Context: an optimization exercise on an open-source flow, tuned for small area and a short achievable clock period. The choices shown serve that exercise and are no tape-out recipe.
Function was checked by simulation only, so behaviour that the tests miss may differ from the original.
Power is estimated from default activity; no workload was simulated.

==> inputs of run a <==
Design processor_arm, start of the top module:
module processor_arm #(parameter N = 64)
							(input logic CLOCK_50, reset,
							output logic [N-1:0] IM_addr,
							input  logic [31:0] IM_readData,
							output logic [N-1:0] DM_writeData, DM_addr,
							output logic DM_writeEnable, DM_readEnable,
							input  logic [N-1:0] DM_readData);
==> module regfile, before the edit <==
module regfile(input  logic        clk, we,
               input  logic [4:0]  wa,
               input  logic [63:0] wd,
               input  logic [4:0]  ra1, ra2,
               output logic [63:0] rd1, rd2);
	logic [30:0][63:0] regs;
	always_ff @(posedge clk)
		for (int r = 0; r < 31; r++)
			if (we && wa == r) regs[r] <= wd;
	always_comb begin
		rd1 = '0;
		rd2 = '0;
		for (int r = 0; r < 31; r++) begin
			rd1 = rd1 | (regs[r] & {64{ra1 == r}});
			rd2 = rd2 | (regs[r] & {64{ra2 == r}});
		end
	end
endmodule
==> module processor_arm, before the edit <==
module processor_arm #(parameter N = 64)
							(input logic CLOCK_50, reset,
							output logic [N-1:0] IM_addr,
							input  logic [31:0] IM_readData,
							output logic [N-1:0] DM_writeData, DM_addr,
							output logic DM_writeEnable, DM_readEnable,
							input  logic [N-1:0] DM_readData);
	logic clk;
	assign clk = CLOCK_50;
	logic [63:0] pc;
	logic        pcsrc_M;
	logic [63:0] res_M;
	always_ff @(posedge clk, posedge reset)
		if (reset) pc <= '0;
		else       pc <= pcsrc_M ? res_M : pc + 64'd4;
	assign IM_addr = pc;
	logic [31:0] in;
	logic [10:0] op;
	logic isLD, isST, isCBZ, isCBNZ, isADD, isSUB, isAND, isORR, isADDI, isCB;
	assign in     = IM_readData;
	assign op     = in[31:21];
	assign isLD   = op == 11'b11111000010;
	assign isST   = op == 11'b11111000000;
	assign isCBZ  = op[10:3] == 8'b10110100;
	assign isCBNZ = op[10:3] == 8'b10110101;
	assign isADD  = op == 11'b10001011000;
	assign isSUB  = op == 11'b11001011000;
	assign isAND  = op == 11'b10001010000;
	assign isORR  = op == 11'b10101010000;
	assign isADDI = op[10:1] == 10'b1001000100;
	assign isCB   = isCBZ | isCBNZ;
	logic [20:0] imm_F;
	logic        imms_F;
	always_comb
		if (isCB) begin
			imm_F  = {in[23:5], 2'b00};
			imms_F = in[23];
		end else if (isADDI) begin
			imm_F  = {{9{in[21]}}, in[21:10]};
			imms_F = in[21];
		end else begin
			imm_F  = {{12{in[20]}}, in[20:12]};
			imms_F = in[20];
		end
	logic [63:0] pc_D;
	logic [4:0]  ra1_D, ra2_D, rd_D;
	logic [20:0] imm_D;
	logic        imms_D, cb_D, imm_sel_D, sub_D, and_D, orr_D;
	logic        cbz_D, cbnz_D, we_D, ld_D, st_D;
	always_ff @(posedge clk) begin
		pc_D      <= pc;
		ra1_D     <= in[9:5];
		ra2_D     <= (isST | isCB) ? in[4:0] : in[20:16];
		rd_D      <= in[4:0];
		imm_D     <= imm_F;
		imms_D    <= imms_F;
		cb_D      <= isCB;
		imm_sel_D <= isCB | isADDI | isLD | isST;
		sub_D     <= isSUB;
		and_D     <= isAND;
		orr_D     <= isORR;
	end
	always_ff @(posedge clk, posedge reset)
		if (reset) {cbz_D, cbnz_D, we_D, ld_D, st_D} <= '0;
		else       {cbz_D, cbnz_D, we_D, ld_D, st_D} <=
		             {isCBZ, isCBNZ, isLD | isADD | isSUB | isAND | isORR | isADDI, isLD, isST};
	logic [63:0] rd1, rd2, a_D, bx_D;
	logic        we_M;
	logic [4:0]  rd_M;
	logic [63:0] wd_M;
	regfile registers (.clk(clk), .we(we_M), .wa(rd_M), .wd(wd_M),
	                   .ra1(ra1_D), .ra2(ra2_D), .rd1(rd1), .rd2(rd2));
	assign a_D  = cb_D ? pc_D : rd1;
	assign bx_D = (imm_sel_D ? {{43{imms_D}}, imm_D} : rd2) ^ {64{sub_D}};
	logic [63:0] p_E, g_E, b_E;
	logic        sub_E, and_E, orr_E;
	logic [4:0]  rd_E;
	logic        cbz_E, cbnz_E, we_E, ld_E, st_E;
	always_ff @(posedge clk) begin
		p_E   <= a_D ^ bx_D;
		g_E   <= (a_D & bx_D) | {63'd0, (a_D[0] ^ bx_D[0]) & sub_D};
		b_E   <= rd2;
		sub_E <= sub_D;
		and_E <= and_D;
		orr_E <= orr_D;
		rd_E  <= rd_D;
	end
	always_ff @(posedge clk, posedge reset)
		if (reset) {cbz_E, cbnz_E, we_E, ld_E, st_E} <= '0;
		else       {cbz_E, cbnz_E, we_E, ld_E, st_E} <= {cbz_D, cbnz_D, we_D, ld_D, st_D};
	logic [63:0] res_E;
	logic        bz, pcsrc_E;
	alu ALU (.p(p_E), .g(g_E), .cin(sub_E), .land(and_E), .lor(orr_E),
	         .result(res_E));
	assign bz      = b_E == 64'd0;
	assign pcsrc_E = (cbz_E & bz) | (cbnz_E & ~bz);
	logic [63:0] sd_M;
	logic        ld_M, st_M;
	always_ff @(posedge clk) begin
		res_M <= res_E;
		sd_M  <= b_E;
		rd_M  <= rd_E;
	end
	always_ff @(posedge clk, posedge reset)
		if (reset) {pcsrc_M, we_M, ld_M, st_M} <= '0;
		else       {pcsrc_M, we_M, ld_M, st_M} <= {pcsrc_E, we_E, ld_E, st_E};
	assign DM_addr        = res_M;
	assign DM_writeData   = sd_M;
	assign DM_writeEnable = st_M;
	assign DM_readEnable  = ld_M;
	assign wd_M = ld_M ? DM_readData : res_M;
endmodule
==> module alu, before the edit <==
module alu(input  logic [63:0] p, g,
           input  logic        cin, land, lor,
           output logic [63:0] result);
	logic [63:0] gg, pp, gn, pn, sum;
	always_comb begin
		gg = g;
		pp = p;
		for (int k = 1; k < 64; k = k * 2) begin
			for (int i = 0; i < 64; i++)
				if (i >= k) begin
					gn[i] = gg[i] | (pp[i] & gg[i-k]);
					pn[i] = pp[i] & pp[i-k];
				end else begin
					gn[i] = gg[i];
					pn[i] = pp[i];
				end
			gg = gn;
			pp = pn;
		end
		sum = p ^ {gg[62:0], cin};
		if (land)     result = g;
		else if (lor) result = g | p;
		else          result = sum;
	end
endmodule
Settings: LEC_CHECK=0, CAP_MARGIN=20, CELL_PAD_IN_SITES_DETAIL_PLACEMENT=1, CORE_MARGIN=2, CORE_UTILIZATION=40, PLACE_DENSITY=0.5, SETUP_SLACK_MARGIN=4.3, SLEW_MARGIN=20; clock period 7.5 ns.
run.sh (not shown) runs the stock make flow with config.mk's settings and CLKGATE_MAP_FILE= SYNTH_SCRIPT=/design/flow/synth_recipe.tcl, a recipe that flattens the netlist after the stock synthesis.
==> run b (differences from run a) <==
--- a/flow/design.v
+++ b/flow/design.v
@@ -28,3 +28,3 @@
                input  logic [63:0] wd,
-               input  logic [4:0]  ra1, ra2,
+               input  logic [30:0] rs1, rs2,    
                output logic [63:0] rd1, rd2);
@@ -38,4 +38,4 @@
 		for (int r = 0; r < 31; r++) begin
-			rd1 = rd1 | (regs[r] & {64{ra1 == r}});
-			rd2 = rd2 | (regs[r] & {64{ra2 == r}});
+			rd1 = rd1 | (regs[r] & {64{rs1[r]}});
+			rd2 = rd2 | (regs[r] & {64{rs2[r]}});
 		end
@@ -87,4 +87,8 @@
 		end
+	assign ra1_F = in[9:5];
+	assign ra2_F = (isST | isCB) ? in[4:0] : in[20:16];
 	logic [63:0] pc_D;
-	logic [4:0]  ra1_D, ra2_D, rd_D;
+	logic [30:0] rs1_D, rs2_D;    
+	logic [4:0]  rd_D;
+	logic [4:0]  ra1_F, ra2_F;
 	logic [20:0] imm_D;
@@ -94,4 +98,6 @@
 		pc_D      <= pc;
-		ra1_D     <= in[9:5];
-		ra2_D     <= (isST | isCB) ? in[4:0] : in[20:16];
+		for (int r = 0; r < 31; r++) begin
+			rs1_D[r] <= ra1_F == r;
+			rs2_D[r] <= ra2_F == r;
+		end
 		rd_D      <= in[4:0];
@@ -114,3 +120,3 @@
 	regfile registers (.clk(clk), .we(we_M), .wa(rd_M), .wd(wd_M),
-	                   .ra1(ra1_D), .ra2(ra2_D), .rd1(rd1), .rd2(rd2));
+	                   .rs1(rs1_D), .rs2(rs2_D), .rd1(rd1), .rd2(rd2));
 	assign a_D  = cb_D ? pc_D : rd1;
==> flow/flow/run.sh (new file) <==
#!/bin/bash
set -euo pipefail
sed 's|CLKGATE_MAP_FILE= |CLKGATE_MAP_FILE= MATCH_CELL_FOOTPRINT=0 "BUFFER_PORTS_ARGS=-buffer_cell sky130_fd_sc_hd__buf_2" |' \
  standard.sh > standard_own.sh
grep -q 'MATCH_CELL_FOOTPRINT=0' standard_own.sh
bash standard_own.sh > flow.log 2>&1
==> flow/standard.sh (new file) <==
#!/bin/bash
# synth_recipe.tcl (not shown) runs the flow's synth.tcl, then flattens the netlist and writes it again
# the make line also repeats each setting of config.mk as NAME=value (left out here)
make -C /OpenROAD-flow-scripts/flow DESIGN_CONFIG=/design/flow/config.mk WORK_HOME=/design/flow/orfs CLKGATE_MAP_FILE= SYNTH_SCRIPT=/design/flow/synth_recipe.tcl "${@:-finish}"
Settings changed: CORE_UTILIZATION 40 to 50, CTS_CLUSTER_DIAMETER from default to 90, CTS_CLUSTER_SIZE from default to 20, PLACE_DENSITY 0.5 to 0.55, SETUP_SLACK_MARGIN 4.3 to 4.5.
removed: flow/run.sh
==> run c (differences from run a) <==
==> flow/design.v (replaced) <==
module alu(input  logic [63:0] a, b, bop,
           input  logic        sub, land, lor,
           output logic [63:0] result);
	logic [64:0] s;
	assign s = {a, 1'b1} + {bop ^ {64{sub}}, sub};
	always_comb
		if (land)     result = a & b;
		else if (lor) result = a | b;
		else          result = s[64:1];
endmodule
module regfile(input  logic        clk, we,
               input  logic [4:0]  wa,
               input  logic [63:0] wd,
               input  logic [4:0]  ra1, ra2,
               output logic [63:0] rd1, rd2);
	logic [30:0][63:0] regs;
	always_ff @(posedge clk)
		for (int r = 0; r < 31; r++)
			if (we && wa == r) regs[r] <= wd;
	always_comb begin
		rd1 = '0;
		rd2 = '0;
		for (int r = 0; r < 31; r++) begin
			rd1 = rd1 | (regs[r] & {64{ra1 == r}});
			rd2 = rd2 | (regs[r] & {64{ra2 == r}});
		end
	end
endmodule
module processor_arm #(parameter N = 64)
							(input logic CLOCK_50, reset,
							output logic [N-1:0] IM_addr,
							input  logic [31:0] IM_readData,
							output logic [N-1:0] DM_writeData, DM_addr,
							output logic DM_writeEnable, DM_readEnable,
							input  logic [N-1:0] DM_readData);
	logic clk;
	assign clk = CLOCK_50;
	logic [63:0] pc;
	logic        pcsrc_M;
	logic [63:0] res_M;
	always_ff @(posedge clk, posedge reset)
		if (reset) pc <= '0;
		else       pc <= pcsrc_M ? res_M : pc + 64'd4;
	assign IM_addr = pc;
	logic [10:0] op_D;       
	logic [20:0] f_D;        
	logic [63:0] pc_D;
	always_ff @(posedge clk, posedge reset)
		if (reset) op_D <= '0;
		else       op_D <= IM_readData[31:21];
	always_ff @(posedge clk) begin
		f_D  <= IM_readData[20:0];
		pc_D <= pc;
	end
	logic isLD, isST, isCBZ, isCBNZ, isADD, isSUB, isAND, isORR, isADDI, isCB;
	assign isLD   = op_D == 11'b11111000010;
	assign isST   = op_D == 11'b11111000000;
	assign isCBZ  = op_D[10:3] == 8'b10110100;
	assign isCBNZ = op_D[10:3] == 8'b10110101;
	assign isADD  = op_D == 11'b10001011000;
	assign isSUB  = op_D == 11'b11001011000;
	assign isAND  = op_D == 11'b10001010000;
	assign isORR  = op_D == 11'b10101010000;
	assign isADDI = op_D[10:1] == 10'b1001000100;
	assign isCB   = isCBZ | isCBNZ;
	logic [4:0]  ra2;
	logic [63:0] rd1, rd2;
	logic        we_M, ld_M, st_M;
	logic [4:0]  rd_M;
	logic [63:0] wd_M;
	assign ra2 = (isST | isCB) ? f_D[4:0] : f_D[20:16];
	regfile registers (.clk(clk), .we(we_M), .wa(rd_M), .wd(wd_M),
	                   .ra1(f_D[9:5]), .ra2(ra2), .rd1(rd1), .rd2(rd2));
	logic [20:0] imm_D;
	logic        imms_D;
	always_comb
		if (isCB) begin
			imm_D  = {op_D[2:0], f_D[20:5], 2'b00};
			imms_D = op_D[2];
		end else if (isADDI) begin
			imm_D  = {{9{op_D[0]}}, op_D[0], f_D[20:10]};
			imms_D = op_D[0];
		end else begin
			imm_D  = {{12{f_D[20]}}, f_D[20:12]};
			imms_D = f_D[20];
		end
	logic [63:0] a_E, b_E;
	logic [20:0] imm_E;
	logic        imms_E, isImm_E, sub_E, and_E, orr_E;
	logic [4:0]  rd_E;
	logic        cbz_E, cbnz_E, we_E, ld_E, st_E;
	always_ff @(posedge clk) begin
		a_E     <= isCB ? pc_D : rd1;
		b_E     <= rd2;
		imm_E   <= imm_D;
		imms_E  <= imms_D;
		isImm_E <= isCB | isADDI | isLD | isST;
		sub_E   <= isSUB;
		and_E   <= isAND;
		orr_E   <= isORR;
		rd_E    <= f_D[4:0];
	end
	always_ff @(posedge clk, posedge reset)
		if (reset) {cbz_E, cbnz_E, we_E, ld_E, st_E} <= '0;
		else       {cbz_E, cbnz_E, we_E, ld_E, st_E} <=
		             {isCBZ, isCBNZ, isLD | isADD | isSUB | isAND | isORR | isADDI, isLD, isST};
	logic [63:0] bop, res_E;
	logic        bz, pcsrc_E;
	assign bop = isImm_E ? {{43{imms_E}}, imm_E} : b_E;
	alu ALU (.a(a_E), .b(b_E), .bop(bop), .sub(sub_E), .land(and_E), .lor(orr_E),
	         .result(res_E));
	assign bz      = b_E == 64'd0;
	assign pcsrc_E = (cbz_E & bz) | (cbnz_E & ~bz);
	logic [63:0] sd_M;
	always_ff @(posedge clk) begin
		res_M <= res_E;
		sd_M  <= b_E;
		rd_M  <= rd_E;
	end
	always_ff @(posedge clk, posedge reset)
		if (reset) {pcsrc_M, we_M, ld_M, st_M} <= '0;
		else       {pcsrc_M, we_M, ld_M, st_M} <= {pcsrc_E, we_E, ld_E, st_E};
	assign DM_addr        = res_M;
	assign DM_writeData   = sd_M;
	assign DM_writeEnable = st_M;
	assign DM_readEnable  = ld_M;
	assign wd_M = ld_M ? DM_readData : res_M;
endmodule
Settings changed: CELL_PAD_IN_SITES_DETAIL_PLACEMENT 1 to default, PLACE_DENSITY 0.5 to default, SETUP_SLACK_MARGIN 4.3 to default.
==> run summary <==
| item | run b | run c | run a |
|---|---|---|---|
| Result of the run | complete, no violations | complete, no violations | complete, no violations |
| Routed wirelength normalized by instance count | 52.6 um | 48.4 um | 52.3 um |
| R2R depth | 8 | 13 | 9 |
| Power share of the clock group | 26.6% | 34.1% | 36.0% |
| Starting DRT DRC Count | 20,618 | 24,139 | 21,711 |
| Post-synthesis xor/xnor area fraction | 1.30% | 1.59% | 1.27% |
| Portion of synthesized cell area occupied by the leading cell type | 57.7% | 58.9% | 58.4% |
| Power density over cell area | 283 nW/um^2 | 301 nW/um^2 | 306 nW/um^2 |
| Tot Pwr | 32.6 mW | 35.3 mW | 37.7 mW |
| Final-layout clock buffer total | 186 | 337 | 359 |
| Sequential share of power | 56.4% | 51.0% | 48.4% |
| Maximum achievable frequency | 305 MHz | 184 MHz | 273 MHz |
| Cell at the slowest stage of the critical path | or4_4 | a211oi_1 | or4_4 |
| Synth Instances | 7,307 | 7,187 | 7,211 |
| Number of nets in the layout | 7,650 | 7,597 | 7,930 |
| Relative contribution of combinational cells to total power | 17.0% | 14.9% | 15.6% |
| Number of antenna violations at the first check in global routing | 34 | 70 | 55 |
| # Taps | 2,688 | 3,348 | 3,366 |
| Footprint of the multi-input gates | 30,100 sq um | 30,500 sq um | 30,800 sq um |
| Instance area after placement | 108,000 sq um | 110,000 sq um | 110,000 sq um |
| Routed met1 length | 184,000 um | 171,000 um | 204,000 um |
| Deepest clock path buffer count | 3 | 3 | 4 |

separate check: timing with driven ports:
The results above use ideal ports. As a check the final layouts listed here were re-extracted and re-timed, cells and wires unchanged.
Step 1 (the two cells are an assumption about what drives the block):
set clk [get_ports {CLOCK_50}]
set_driving_cell -lib_cell sky130_fd_sc_hd__clkbuf_16 $clk
set_driving_cell -lib_cell sky130_fd_sc_hd__buf_2 [delete_from_list [all_inputs] $clk]
Step 2, shift: input delay + t, output delay - t, t = (earliest + latest rising clock arrival at the registers) / 2. This alone moves slack from input paths to output paths.
a / b / c = ideal ports / drivers / drivers and shift; a / b = the first two.
| run | t (ns) | setup slack, ns | pins driven straight from the clock port |
|---|---|---|---|
| run a | 1.047 | 3.843 / 3.843 / 3.505 | 1 |
| run b | 0.955 | 4.218 / 4.218 / 3.857 | 1 |
| run c | 1.002 | 2.054 / 2.054 / 2.054 | 1 |
After both steps every run listed still meets setup and hold. For run b, which loses most, drivers alone change the setup slack by 0.000 ns; drivers and shift together by -0.361 ns.
